Context: an optimization exercise on an open-source flow, tuned for small area, a short achievable clock period and few clock cycles. The choices shown serve that exercise and are no tape-out recipe. The RTL was checked by simulation tests, not by an equivalence proof against the original design.

[flow/run.sh]
#!/bin/bash
# synth_recipe.tcl (not shown) runs the flow's synth.tcl, then flattens the netlist and writes it again
# the make line also repeats each setting of config.mk as NAME=value (left out here)
make -C /OpenROAD-flow-scripts/flow DESIGN_CONFIG=/design/flow/config.mk WORK_HOME=/design/flow/orfs CLKGATE_MAP_FILE= SYNTH_SCRIPT=/design/flow/synth_recipe.tcl finish
[flow/config.mk]
export PLATFORM = sky130hd
export DESIGN_NAME = GAN_shared_hw
export DESIGN_NICKNAME = GAN_shared_hw
export VERILOG_FILES = /design/flow/design.v
export SDC_FILE = /design/flow/constraint.sdc
export NUM_CORES = 4
export LEC_CHECK = 0
export CAP_MARGIN = 20
export CORE_MARGIN = 2
export CORE_UTILIZATION = 40
export SLEW_MARGIN = 20
[flow/constraint.sdc]
create_clock -name core_clock -period 12.5 [get_ports {Clock}]
set_input_delay 2.5000 -clock core_clock [delete_from_list [all_inputs] [get_ports {Clock}]]
set_output_delay 2.5000 -clock core_clock [all_outputs]
set_load 0.01 [all_outputs]
[flow/design.v]
module relu_32b4 (a, b);
input [31:0] a;
output [31:0] b;
wire signed [31:0] a;
wire signed [31:0] b;
reg signed [31:0] f;
always @(*) begin
    if (a < 0) begin
      f <= 32'd0;
    end
    else begin
      f <= a;
    end
end
assign b = f;
endmodule
module neuron_4input_baseline (x1, x2, x3, x4,
                               w1, w2, w3, w4,
                               b, f);
input [31:0] x1, x2, x3, x4, w1, w2, w3, w4, b;
output [31:0] f;
wire signed [31:0] x1, x2, x3, x4, w1, w2, w3, w4, b;
wire signed [31:0] f;
wire signed [31:0] w1x1, w2x2, w3x3, w4x4;
assign w1x1 = w1 * x1;
assign w2x2 = w2 * x2; 
assign w3x3 = w3 * x3; 
assign w4x4 = w4 * x4;
wire signed [31:0] output_x1x2, output_x3x4;
assign output_x1x2 = w1x1 + w2x2;
assign output_x3x4 = w3x3 + w4x4;
wire signed [31:0] output_before_bias;
assign output_before_bias = output_x1x2 + output_x3x4;
wire signed [31:0] output_bias;
assign output_bias = output_before_bias + b;
wire signed [31:0] output_relu;
relu_32b4 RELU (output_bias, output_relu);
assign f = output_relu;
endmodule
module mux2to1_128b (a0, b1, s, out);
parameter bitsize = 128;
input [bitsize-1:0] a0, b1;
input s;
output [bitsize-1:0] out;
wire [bitsize-1:0] a0, b1;
wire s;
reg [bitsize-1:0] out;
always @(*)
begin
    if (s == 1'b0) begin
      out <= a0;
    end
    else begin
      out <= b1;
    end
end
endmodule
module weight_mem (En_w_mem, Addr_mem_w, Res, Clock, 
                   w_l1_11, w_l1_12, w_l1_13, w_l1_14, w_l1_21, w_l1_22, w_l1_23, w_l1_24, w_l1_31, w_l1_32, w_l1_33, w_l1_34, w_l1_41, w_l1_42, w_l1_43, w_l1_44,
                   w_l2_11, w_l2_12, w_l2_21, w_l2_22, w_l2_31, w_l2_32, w_l2_41, w_l2_42,
                   w_l3_11, w_l3_21,
                   w_l4_11,
                   w_l5_11,
                   w_l6_11, w_l6_12, b_l6_1, b_l6_2,
                   w_l7_11, w_l7_12, w_l7_13, w_l7_14, w_l7_21, w_l7_22, w_l7_23, w_l7_24,
                   w_l8_11, w_l8_12, w_l8_13, w_l8_14, w_l8_21, w_l8_22, w_l8_23, w_l8_24, w_l8_31, w_l8_32, w_l8_33, w_l8_34, w_l8_41, w_l8_42, w_l8_43, w_l8_44,
                   mem_out);
input En_w_mem, Res, Clock;
input [4:0] Addr_mem_w;
input [31:0] w_l1_11, w_l1_12, w_l1_13, w_l1_14, w_l1_21, w_l1_22, w_l1_23, w_l1_24, w_l1_31, w_l1_32, w_l1_33, w_l1_34, w_l1_41, w_l1_42, w_l1_43, w_l1_44,
             w_l2_11, w_l2_12, w_l2_21, w_l2_22, w_l2_31, w_l2_32, w_l2_41, w_l2_42,
             w_l3_11, w_l3_21,
             w_l4_11,
             w_l5_11,
             w_l6_11, w_l6_12, b_l6_1, b_l6_2,
             w_l7_11, w_l7_12, w_l7_13, w_l7_14, w_l7_21, w_l7_22, w_l7_23, w_l7_24,
             w_l8_11, w_l8_12, w_l8_13, w_l8_14, w_l8_21, w_l8_22, w_l8_23, w_l8_24, w_l8_31, w_l8_32, w_l8_33, w_l8_34, w_l8_41, w_l8_42, w_l8_43, w_l8_44;
output [127:0] mem_out;
wire En_w_mem, Res, Clock;
wire [4:0] Addr_mem_w;
wire signed [31:0] w_l1_11, w_l1_12, w_l1_13, w_l1_14, w_l1_21, w_l1_22, w_l1_23, w_l1_24, w_l1_31, w_l1_32, w_l1_33, w_l1_34, w_l1_41, w_l1_42, w_l1_43, w_l1_44,
             w_l2_11, w_l2_12, w_l2_21, w_l2_22, w_l2_31, w_l2_32, w_l2_41, w_l2_42,
             w_l3_11, w_l3_21,
             w_l4_11,
             w_l5_11,
             w_l6_11, w_l6_12, b_l6_1, b_l6_2,
             w_l7_11, w_l7_12, w_l7_13, w_l7_14, w_l7_21, w_l7_22, w_l7_23, w_l7_24,
             w_l8_11, w_l8_12, w_l8_13, w_l8_14, w_l8_21, w_l8_22, w_l8_23, w_l8_24, w_l8_31, w_l8_32, w_l8_33, w_l8_34, w_l8_41, w_l8_42, w_l8_43, w_l8_44;
wire [127:0] mem_out;
reg [127:0] mem_block [0:18];
integer i;
always @(posedge Clock) begin
    if(!Res) begin
      for (i=0; i<19; i=i+1) begin  
        mem_block[i] <= 128'd0;
      end
    end
    else begin
      if (En_w_mem) begin  
        mem_block[0] <= {w_l1_11, w_l1_21, w_l1_31, w_l1_41};  
        mem_block[1] <= {w_l1_12, w_l1_22, w_l1_32, w_l1_42};
        mem_block[2] <= {w_l1_13, w_l1_23, w_l1_33, w_l1_43};
        mem_block[3] <= {w_l1_14, w_l1_24, w_l1_34, w_l1_44};
        mem_block[4] <= {w_l2_11, w_l2_21, w_l2_31, w_l2_41};  
        mem_block[5] <= {w_l2_12, w_l2_22, w_l2_32, w_l2_42};
        mem_block[6] <= {w_l3_11, w_l3_21, 32'd0, 32'd0};  
        mem_block[7] <= {w_l4_11, 32'd0, 32'd0, 32'd0};  
        mem_block[8] <= {w_l5_11, 32'd0, 32'd0, 32'd0};  
        mem_block[9] <= {w_l6_11, 32'd0, 32'd0, 32'd0};  
        mem_block[10] <= {w_l6_12, 32'd0, 32'd0, 32'd0}; 
        mem_block[11] <= {w_l7_11, w_l7_21, 32'd0, 32'd0};  
        mem_block[12] <= {w_l7_12, w_l7_22, 32'd0, 32'd0};
        mem_block[13] <= {w_l7_13, w_l7_23, 32'd0, 32'd0};
        mem_block[14] <= {w_l7_14, w_l7_24, 32'd0, 32'd0};
        mem_block[15] <= {w_l8_11, w_l8_21, w_l8_31, w_l8_41};  
        mem_block[16] <= {w_l8_12, w_l8_22, w_l8_32, w_l8_42};
        mem_block[17] <= {w_l8_13, w_l8_23, w_l8_33, w_l8_43};
        mem_block[18] <= {w_l8_14, w_l8_24, w_l8_34, w_l8_44};
      end
      else begin
        mem_block[0] <= mem_block[0];  
        mem_block[1] <= mem_block[1];
        mem_block[2] <= mem_block[2];
        mem_block[3] <= mem_block[3];
        mem_block[4] <= mem_block[4];  
        mem_block[5] <= mem_block[5];
        mem_block[6] <= mem_block[6];  
        mem_block[7] <= mem_block[7];  
        mem_block[8] <= mem_block[8];  
        mem_block[9] <= mem_block[9];  
        mem_block[10] <= mem_block[10]; 
        mem_block[11] <= mem_block[11];  
        mem_block[12] <= mem_block[12];
        mem_block[13] <= mem_block[13];
        mem_block[14] <= mem_block[14];
        mem_block[15] <= mem_block[15];  
        mem_block[16] <= mem_block[16];
        mem_block[17] <= mem_block[17];
        mem_block[18] <= mem_block[18];
      end
    end
end
assign mem_out = mem_block[Addr_mem_w];
endmodule
module bias_mem (En_b_mem, Addr_mem_b, Res, Clock,
                 b_l1_1, b_l1_2, b_l1_3, b_l1_4,
                 b_l2_1, b_l2_2,
                 b_l3_1,
                 b_l4_1,
                 b_l5_1,
                 b_l6_1, b_l6_2,
                 b_l7_1, b_l7_2, b_l7_3, b_l7_4,
                 b_l8_1, b_l8_2, b_l8_3, b_l8_4,
                 mem_out);
input En_b_mem, Res, Clock;
input [4:0] Addr_mem_b;
input [31:0] b_l1_1, b_l1_2, b_l1_3, b_l1_4,
             b_l2_1, b_l2_2,
             b_l3_1,
             b_l4_1,
             b_l5_1,
             b_l6_1, b_l6_2,
             b_l7_1, b_l7_2, b_l7_3, b_l7_4,
             b_l8_1, b_l8_2, b_l8_3, b_l8_4;
output [31:0] mem_out;
wire En_b_mem, Res, Clock;
wire [4:0] Addr_mem_b;
wire signed [31:0] b_l1_1, b_l1_2, b_l1_3, b_l1_4,
                   b_l2_1, b_l2_2,
                   b_l3_1,
                   b_l4_1,
                   b_l5_1,
                   b_l6_1, b_l6_2,
                   b_l7_1, b_l7_2, b_l7_3, b_l7_4,
                   b_l8_1, b_l8_2, b_l8_3, b_l8_4;
wire [31:0] mem_out;
reg [31:0] mem_block [0:18];
integer i;
always @(posedge Clock) begin
    if(!Res) begin
      for (i=0; i<19; i=i+1) begin  
        mem_block[i] <= 32'd0;
      end
    end
    else begin
      if (En_b_mem) begin  
        mem_block[0] <= b_l1_1;  
        mem_block[1] <= b_l1_2;
        mem_block[2] <= b_l1_3;
        mem_block[3] <= b_l1_4;
        mem_block[4] <= b_l2_1;  
        mem_block[5] <= b_l2_2;
        mem_block[6] <= b_l3_1;  
        mem_block[7] <= b_l4_1;  
        mem_block[8] <= b_l5_1;  
        mem_block[9] <= b_l6_1;  
        mem_block[10] <= b_l6_2; 
        mem_block[11] <= b_l7_1;  
        mem_block[12] <= b_l7_2;
        mem_block[13] <= b_l7_3;
        mem_block[14] <= b_l7_4;
        mem_block[15] <= b_l8_1;  
        mem_block[16] <= b_l8_2;
        mem_block[17] <= b_l8_3;
        mem_block[18] <= b_l8_4;
      end
      else begin
        mem_block[0] <= mem_block[0];  
        mem_block[1] <= mem_block[1];
        mem_block[2] <= mem_block[2];
        mem_block[3] <= mem_block[3];
        mem_block[4] <= mem_block[4];  
        mem_block[5] <= mem_block[5];
        mem_block[6] <= mem_block[6];  
        mem_block[7] <= mem_block[7];  
        mem_block[8] <= mem_block[8];  
        mem_block[9] <= mem_block[9];  
        mem_block[10] <= mem_block[10]; 
        mem_block[11] <= mem_block[11];  
        mem_block[12] <= mem_block[12];
        mem_block[13] <= mem_block[13];
        mem_block[14] <= mem_block[14];
        mem_block[15] <= mem_block[15];  
        mem_block[16] <= mem_block[16];
        mem_block[17] <= mem_block[17];
        mem_block[18] <= mem_block[18];
      end
    end
end
assign mem_out = mem_block[Addr_mem_b];
endmodule
module output_mem (En_out_mem, Addr_mem_o, Res, Clock,
                   in_data, out_data);
input En_out_mem, Res, Clock;
input [2:0] Addr_mem_o;
input [31:0] in_data;
output [127:0] out_data;
wire En_out_mem, Res, Clock;
wire [2:0] Addr_mem_o;
wire [31:0] in_data;
wire [127:0] out_data;
reg [31:0] mem_block [0:3];
integer i;
always @(posedge Clock) begin
    if(!Res) begin
      for (i=0; i<4; i=i+1) begin
        mem_block[i] <= 32'd0;
      end
    end
    else begin
      if (En_out_mem) begin
        mem_block[Addr_mem_o] <= in_data;
      end
      else begin
        mem_block[Addr_mem_o] <= mem_block[Addr_mem_o];
      end
    end
end
wire [127:0] mem_out;
assign mem_out = {mem_block[0], mem_block[1], mem_block[2], mem_block[3]};
assign out_data = mem_out;
endmodule
module wb_counter (En_wb_count, Res_wb_count, Clock, wb_count_out);
input En_wb_count, Res_wb_count, Clock;
output [4:0] wb_count_out;
wire En_wb_count, Res_wb_count, Clock;
reg [4:0] wb_count_out;
always @(posedge Clock) begin
    if (!Res_wb_count) begin
      wb_count_out <= 5'd0;
    end
    else begin
      if (En_wb_count) begin
        wb_count_out <= wb_count_out + 1;
      end
      else begin
        wb_count_out <= wb_count_out;
      end
    end
end
endmodule
module output_counter (En_o_count, Res_o_count, Clock, o_count_out);
input En_o_count, Res_o_count, Clock;
output [2:0] o_count_out;
wire En_o_count, Res_o_count, Clock;
reg [2:0] o_count_out;
always @(posedge Clock) begin
    if (!Res_o_count) begin
      o_count_out <= 3'd0;
    end
    else begin
      if (En_o_count) begin
        o_count_out <= o_count_out + 1;
      end
      else begin
        o_count_out <= o_count_out;
      end
    end
end
endmodule
module GAN_control_unit (Reset, Start, Wb_count, Clock,
                         Output, Done);
input Reset, Start, Clock;
input [4:0] Wb_count;
output [9:0] Output;
output Done;
wire Reset, Start, Clock;
wire [4:0] Wb_count;
reg [9:0] Output;
parameter state_size = 3;
parameter S1 = 3'b000;
parameter S2 = 3'b001;
parameter S3 = 3'b010;
parameter S4 = 3'b011;
parameter S5 = 3'b100;
parameter S6 = 3'b101;
reg [state_size-1:0] state;
assign Done = (state == S6);
always @(posedge Clock) begin
    if(!Reset) begin
      state <= S1;
    end
    else begin
      case (state)
      S1: begin
        if (Start) begin
          state <= S2;
        end
        else begin
          state <= S1;
        end
      end
      S2: begin
        state <= S3;
      end
      S3: begin
        state <= S4;
      end
      S4: begin
        case (Wb_count)
            3, 5, 6, 7, 8, 10, 14: begin
              state <= S5;
            end
            18: begin
              state <= S6;
            end
            default: begin
              state <= S4;
            end
        endcase   
      end
      S5: begin
        state <= S4;
      end
      S6: begin
        state <= S6;
      end
      default: begin
        state <= S1;
      end
      endcase
    end
end
always @(state) begin
    case (state)
      S1: begin
        Output <= 10'b1000000000;
      end
      S2: begin
        Output <= 10'b1111110011;
      end
      S3: begin
        Output <= 10'b0100011111;
      end
      S4: begin
        Output <= 10'b0100011111;
      end
      S5: begin
        Output <= 10'b0110010110;
      end
      S6: begin
        Output <= 10'b0100000011;
      end
      default:
        Output <= 10'b0000000000;
    endcase
end
endmodule
module GAN_shared_hw (x1, x2, x3, x4,
                     w_l1_11, w_l1_12, w_l1_13, w_l1_14, w_l1_21, w_l1_22, w_l1_23, w_l1_24, w_l1_31, w_l1_32, w_l1_33, w_l1_34, w_l1_41, w_l1_42, w_l1_43, w_l1_44, b_l1_1, b_l1_2, b_l1_3, b_l1_4,
                     w_l2_11, w_l2_12, w_l2_21, w_l2_22, w_l2_31, w_l2_32, w_l2_41, w_l2_42, b_l2_1, b_l2_2,
                     w_l3_11, w_l3_21, b_l3_1,
                     w_l4_11, b_l4_1,
                     w_l5_11, b_l5_1,
                     w_l6_11, w_l6_12, b_l6_1, b_l6_2,
                     w_l7_11, w_l7_12, w_l7_13, w_l7_14, w_l7_21, w_l7_22, w_l7_23, w_l7_24, b_l7_1, b_l7_2, b_l7_3, b_l7_4,
                     w_l8_11, w_l8_12, w_l8_13, w_l8_14, w_l8_21, w_l8_22, w_l8_23, w_l8_24, w_l8_31, w_l8_32, w_l8_33, w_l8_34, w_l8_41, w_l8_42, w_l8_43, w_l8_44, b_l8_1, b_l8_2, b_l8_3, b_l8_4,
                     f1, f2, f3, f4, Done, Start, Reset, Clock);
input Start, Reset, Clock;
input [5:0] x1, x2, x3, x4,
            w_l1_11, w_l1_12, w_l1_13, w_l1_14, w_l1_21, w_l1_22, w_l1_23, w_l1_24, w_l1_31, w_l1_32, w_l1_33, w_l1_34, w_l1_41, w_l1_42, w_l1_43, w_l1_44, b_l1_1, b_l1_2, b_l1_3, b_l1_4,
            w_l2_11, w_l2_12, w_l2_21, w_l2_22, w_l2_31, w_l2_32, w_l2_41, w_l2_42, b_l2_1, b_l2_2,
            w_l3_11, w_l3_21, b_l3_1,
            w_l4_11, b_l4_1,
            w_l5_11, b_l5_1,
            w_l6_11, w_l6_12, b_l6_1, b_l6_2,
            w_l7_11, w_l7_12, w_l7_13, w_l7_14, w_l7_21, w_l7_22, w_l7_23, w_l7_24, b_l7_1, b_l7_2, b_l7_3, b_l7_4,
            w_l8_11, w_l8_12, w_l8_13, w_l8_14, w_l8_21, w_l8_22, w_l8_23, w_l8_24, w_l8_31, w_l8_32, w_l8_33, w_l8_34, w_l8_41, w_l8_42, w_l8_43, w_l8_44, b_l8_1, b_l8_2, b_l8_3, b_l8_4;
output [31:0] f1, f2, f3, f4;
output Done;
wire Start, Reset, Clock;
wire signed [5:0] x1, x2, x3, x4,
            w_l1_11, w_l1_12, w_l1_13, w_l1_14, w_l1_21, w_l1_22, w_l1_23, w_l1_24, w_l1_31, w_l1_32, w_l1_33, w_l1_34, w_l1_41, w_l1_42, w_l1_43, w_l1_44, b_l1_1, b_l1_2, b_l1_3, b_l1_4,
            w_l2_11, w_l2_12, w_l2_21, w_l2_22, w_l2_31, w_l2_32, w_l2_41, w_l2_42, b_l2_1, b_l2_2,
            w_l3_11, w_l3_21, b_l3_1,
            w_l4_11, b_l4_1,
            w_l5_11, b_l5_1,
            w_l6_11, w_l6_12, b_l6_1, b_l6_2,
            w_l7_11, w_l7_12, w_l7_13, w_l7_14, w_l7_21, w_l7_22, w_l7_23, w_l7_24, b_l7_1, b_l7_2, b_l7_3, b_l7_4,
            w_l8_11, w_l8_12, w_l8_13, w_l8_14, w_l8_21, w_l8_22, w_l8_23, w_l8_24, w_l8_31, w_l8_32, w_l8_33, w_l8_34, w_l8_41, w_l8_42, w_l8_43, w_l8_44, b_l8_1, b_l8_2, b_l8_3, b_l8_4;
wire signed [31:0] f1, f2, f3, f4;
wire [9:0] control_signals;
GAN_control_unit CONTROL (
    .Reset(Reset),
    .Start(Start),
    .Clock(Clock),
    .Wb_count(wb_count_out),
    .Output(control_signals),
    .Done(Done)
);
wire [4:0] wb_count_out;
wb_counter WB_COUNT (
    .En_wb_count(control_signals[3]),
    .Res_wb_count(control_signals[1]),
    .Clock(Clock),
    .wb_count_out(wb_count_out)
);
wire [2:0] o_count_out;
output_counter OUTPUT_COUNTER (
    .En_o_count(control_signals[2]),
    .Res_o_count(control_signals[0]),
    .Clock(Clock),
    .o_count_out(o_count_out)
);
wire signed [31:0] x1_concat, x2_concat, x3_concat, x4_concat;
assign x1_concat = x1;
assign x2_concat = x2;
assign x3_concat = x3;
assign x4_concat = x4;
wire signed [127:0] input_concat;
assign input_concat = {x1_concat, x2_concat, x3_concat, x4_concat};
wire [127:0] mux_out;
mux2to1_128b mux_input (
    .a0(output_mem_out),
    .b1(input_concat),
    .s(control_signals[9]),  
    .out(mux_out)
);
reg [127:0] input_reg;
always @(posedge Clock) begin
    if(!control_signals[8]) begin  
      input_reg <= 128'd0;
    end
    else begin
      if (control_signals[7]) begin  
        input_reg <= mux_out;
      end
      else begin
        input_reg <= input_reg;
      end
    end
end
wire [127:0] weight_mem_out;
weight_mem WEIGHT_MEM (
    .En_w_mem(control_signals[6]),
    .Addr_mem_w(wb_count_out),
    .Res(control_signals[8]),
    .Clock(Clock),
    .w_l1_11(w_l1_11), .w_l1_12(w_l1_12), .w_l1_13(w_l1_13), .w_l1_14(w_l1_14), .w_l1_21(w_l1_21), .w_l1_22(w_l1_22), .w_l1_23(w_l1_23), .w_l1_24(w_l1_24), .w_l1_31(w_l1_31), .w_l1_32(w_l1_32), .w_l1_33(w_l1_33), .w_l1_34(w_l1_34), .w_l1_41(w_l1_41), .w_l1_42(w_l1_42), .w_l1_43(w_l1_43), .w_l1_44(w_l1_44),
    .w_l2_11(w_l2_11), .w_l2_12(w_l2_12), .w_l2_21(w_l2_21), .w_l2_22(w_l2_22), .w_l2_31(w_l2_31), .w_l2_32(w_l2_32), .w_l2_41(w_l2_41), .w_l2_42(w_l2_42),
    .w_l3_11(w_l3_11), .w_l3_21(w_l3_21),
    .w_l4_11(w_l4_11),
    .w_l5_11(w_l5_11),
    .w_l6_11(w_l6_11), .w_l6_12(w_l6_12),
    .w_l7_11(w_l7_11), .w_l7_12(w_l7_12), .w_l7_13(w_l7_13), .w_l7_14(w_l7_14), .w_l7_21(w_l7_21), .w_l7_22(w_l7_22), .w_l7_23(w_l7_23), .w_l7_24(w_l7_24),
    .w_l8_11(w_l8_11), .w_l8_12(w_l8_12), .w_l8_13(w_l8_13), .w_l8_14(w_l8_14), .w_l8_21(w_l8_21), .w_l8_22(w_l8_22), .w_l8_23(w_l8_23), .w_l8_24(w_l8_24), .w_l8_31(w_l8_31), .w_l8_32(w_l8_32), .w_l8_33(w_l8_33), .w_l8_34(w_l8_34), .w_l8_41(w_l8_41), .w_l8_42(w_l8_42), .w_l8_43(w_l8_43), .w_l8_44(w_l8_44),
    .mem_out(weight_mem_out)
);
wire [31:0] bias_mem_out;
bias_mem BIAS_MEM (
    .En_b_mem(control_signals[5]),
    .Addr_mem_b(wb_count_out),
    .Res(control_signals[8]),
    .Clock(Clock),
    .b_l1_1(b_l1_1), .b_l1_2(b_l1_2), .b_l1_3(b_l1_3), .b_l1_4(b_l1_4),
    .b_l2_1(b_l2_1), .b_l2_2(b_l2_2),
    .b_l3_1(b_l3_1),
    .b_l4_1(b_l4_1),
    .b_l5_1(b_l5_1),
    .b_l6_1(b_l6_1), .b_l6_2(b_l6_2),
    .b_l7_1(b_l7_1), .b_l7_2(b_l7_2), .b_l7_3(b_l7_3), .b_l7_4(b_l7_4),
    .b_l8_1(b_l8_1), .b_l8_2(b_l8_2), .b_l8_3(b_l8_3), .b_l8_4(b_l8_4),
    .mem_out(bias_mem_out)
);
wire [127:0] output_mem_out;
output_mem OUTPUT_MEM(
    .En_out_mem(control_signals[4]),
    .Addr_mem_o(o_count_out),
    .Res(control_signals[8]),
    .Clock(Clock),
    .in_data(neuron_out),
    .out_data(output_mem_out)
);
wire signed [31:0] neuron_out;
neuron_4input_baseline NEURON (
    .x1(input_reg[127:96]),
    .x2(input_reg[95:64]),
    .x3(input_reg[63:32]),
    .x4(input_reg[31:0]),
    .w1(weight_mem_out[127:96]),
    .w2(weight_mem_out[95:64]),
    .w3(weight_mem_out[63:32]),
    .w4(weight_mem_out[31:0]),
    .b(bias_mem_out),
    .f(neuron_out)
);
assign f1 = output_mem_out[127:96];
assign f2 = output_mem_out[95:64];
assign f3 = output_mem_out[63:32];
assign f4 = output_mem_out[31:0];
endmodule
==> summary.txt <==
[critical path: cells and delay by family, from the launching register on]
family                   cells  cell delay, ns
adder cells (fa/ha/maj)     12            5.87
XOR/XNOR                    10            2.60
buffers and inverters       11            1.27
AND/OR/NAND/NOR              3            0.87
AO/OA/AOI/OAI                3            0.63
flip-flops                   1            0.34
[logic make-up after synthesis]
| kind of cell | after synthesis | synth area share, % |
|---|---|---|
| other | 1 | 0.005514 |
| multiplexers | 42 | 0.6310 |
| AO/OA/AOI/OAI | 1028 | 9.034 |
| adder cells (fa/ha/maj) | 1599 | 41.47 |
| flip-flops | 703 | 22.52 |
| AND/OR/NAND/NOR | 2089 | 14.08 |
| XOR/XNOR | 154 | 2.338 |
| buffers and inverters | 1751 | 9.928 |
[worst min-delay path by stage]
stage                                             end                   startpoint  cells past startpoint  slack, ns
after floorplan                         input_reg[30]                input_reg[30]                      2       0.43
after global placement    WEIGHT_MEM.mem_block[9][98]  WEIGHT_MEM.mem_block[9][98]                      2       0.44
after detailed placement  WEIGHT_MEM.mem_block[9][98]  WEIGHT_MEM.mem_block[9][98]                      2       0.44
after CTS                 WEIGHT_MEM.mem_block[9][98]  WEIGHT_MEM.mem_block[9][98]                      2       0.45
after global routing         BIAS_MEM.mem_block[9][3]     BIAS_MEM.mem_block[9][3]                      2       0.46
final                     WEIGHT_MEM.mem_block[9][98]  WEIGHT_MEM.mem_block[9][98]                      2       0.45
[synthesized netlist by cell type (25+ instances only)]
cell type and n:
inv_1 1381, nand2_1 1357, fa_1 1092, a21oi_1 586
dfxtp_1 579, ha_1 506, and2_1 384, clkbuf_1 298
o21ai_0 152, nor3_1 134, edfxtp_1 124, xnor2_1 112
a22oi_1 73, nor2_1 46, buf_2 36, mux2i_1 35
a22o_1 31, a21o_1 27, xor2_1 25
[routing by layer]
layer | track usage, % | part of all wire [%] | up-vias | routed length (um)
met5 | 0 | 0.047 | - | 121
met4 | 15.34 | 6.1 | 18 | 15690
met3 | 4.926 | 6.4 | 469 | 16510
met2 | 49.66 | 48 | 1974 | 122000
met1 | 37.13 | 40 | 26966 | 102400
li1 | - | - | 23939 | -
[stage by stage]
step	instance area, sq um
after detailed placement	77120
final	79840
after global routing	79810
after global placement	77120
after CTS	79780
after floorplan	68030
[final cells by class]
cell class | instances | area (sq um) | area share (%)
clock inverters | 26 | 314.1 | 0.3933
multi-input cells | 4916 | 46190 | 57.86
flip-flops and latches | 703 | 15330 | 19.20
clock buffers | 121 | 2338 | 2.929
well taps | 2218 | 2775 | 3.476
inverters | 1381 | 5184 | 6.493
repair buffers | 787 | 7670 | 9.607
diodes | 14 | 35.03 | 0.04388
[repair_timing]
action,4_1_cts,5_1_grt
buffers inserted,0,1
resized for setup,0,4
hold endpoints to repair,0,0
endpoints found under the setup margin,0,124
==> results.yml <==
sta:
  final.setup.worst_slack_ns: 0.4600
  worstMarginPinSlew_ns: 1.322
  hold_slack_ns: 0.4523
  clock-skew-final_ns: 0.09405
  min_period_over_period_pct: 96.32
  clock.fmax_mhz: 83.06
  relSlewSlack_pct: 11.89
  slew_violations: 0
  rsz0062_at_grt: "false"
  tns_ns: 0
  hold_viol_final: 0
  setup_viol: 0
  fin_crit_ns: 12.04
floorplanning:
  die_h_um: 416.4
  dieArea_sq_mm: 0.1733
  pin_count: 594
  start_util_pct: 40.22
  die_w_um: 416.4
  rows: 151
  coreArea_sq_mm: 0.1691
cts:
  htreeDepth: 3
  ctsHoldBuffers: 0
  numCtsBuffers: 82
  cts_buffer_depth: 3
  clk_pin_slew_ns: 0.06
  clk_latency_ns: 0.77
  clockRootBuffer: "clkbuf_16"
  cts_num_sinks: 703
  cts_tree: "yes"
global_route:
  antenna_found_initial: 24
  grt_overflow: 0
  grt_pass1_wl_um: 376300
  grt_max_degree: 227
  grt_usage_pct: 29.76
  first_global_vias: 55789
worst_setup_path:
  critical_path.endpoint: "OUTPUT_MEM.mem_block[1][16]"
  required_ns: 12.89
  start_kind: "register"
  reg2reg_to: "OUTPUT_MEM.mem_block[1][16]"
  rr_worst_depth: 39
  startpoint: "WB_COUNT.wb_count_out[0]"
  cp_max_fo: 35
  cp-end-kind: "register"
  crit_top_cell: "fa_1"
  path_class: "register to register"
  r2r_start: "WB_COUNT.wb_count_out[0]"
  r2r_slack_ns: 0.46
  critPathArrivalTime_ns: 12.43
  max_stage_delay_ns: 0.58
  cp_slowest_cell: "nor4bb_4"
place:
  io_buffer_count: 589
  gp_congestion: 0.9737
  placedCellCount: 10004
  pre_cts_slack_ns: 0.1952
  dp_hpwl_um: 213700
logic_synthesis:
  ys_top_cells_by_area: "fa_1 (32%), dfxtp_1 (17%), ha_1 (9.3%), inv_1 (7.6%), nand2_1 (7.5%)"
  syn_area_per_cell_sq_um: 9.232
  synthArstFlopShare_pct: 0
  synthDistinctLibCells: 91
  synth.top_cell.area_share_pct: 32.14
  yosysTopAreaCell: "fa_1"
  ys_warn_count: 84
  ys_seq_area_share_pct: 22.52
  synth_cells: 7367
  syn_area_sq_mm: 0.06801
  ys_ff_latch: 703
  synth_flop_cell: "dfxtp_1"
  synth_edf_count: 124
layout:
  syn2layout_area_growth_pct: 17.39
  final_cells: 10166
  nets: 9934
  nFillCells: 16215
  largest_register_ff_count: 324
  fin_util_pct: 47.22
  most-common-layout-cells: "inv_1 (1381), nand2_1 (1355), fa_1 (1091), clkdlybuf4s50_1 (589), a21oi_1 (586)"
  drive_above_1_share_pct: 4.991
  final_common_cell: "inv_1"
routing:
  vias: 53366
  totalWireLength_um: 256700
  firstDrtPassIters: 6
  ant_nets: 0
  first_iter_violations: 4405
  via_per_inst: 5.249
  drc: 0
  wl_per_cell_um: 25.25
worst_hold_path:
  min_path_type: "register to register"
outcome:
  status: "finished clean"
flow_run:
  cap_violations: 0
Testbench counts, summed over its fixed seeds: cycles 9,280.

what the ideal ports hide:
The flow's constraints put no driver on any port. The routed layout listed below was extracted and timed again, unchanged, in two steps. Step 1 (the two cells are an assumption about what drives the block):
set clk [get_ports {Clock}]
set_driving_cell -lib_cell sky130_fd_sc_hd__clkbuf_16 $clk
set_driving_cell -lib_cell sky130_fd_sc_hd__buf_2 [delete_from_list [all_inputs] $clk]
Step 2 times the ports against the registers' clock, not the clock port: input delays grow and output delays shrink by t, the midpoint of the rising clock arrivals with the driver on. a / b / c = ideal ports / drivers / drivers and shift; a / b = the first two.
t, ns: 0.814
setup WS [ns]: 0.460 / 0.460 / 0.460
hold slack, ns: 0.452 / 0.452 / 0.452
latest minus earliest clock arrival (ns): 0.094 / 0.095
cell pins on the clock port's net: 1
After both steps setup and hold are still met in this run. For this run, drivers alone change the setup slack by 0.000 ns; drivers and shift together by 0.000 ns.
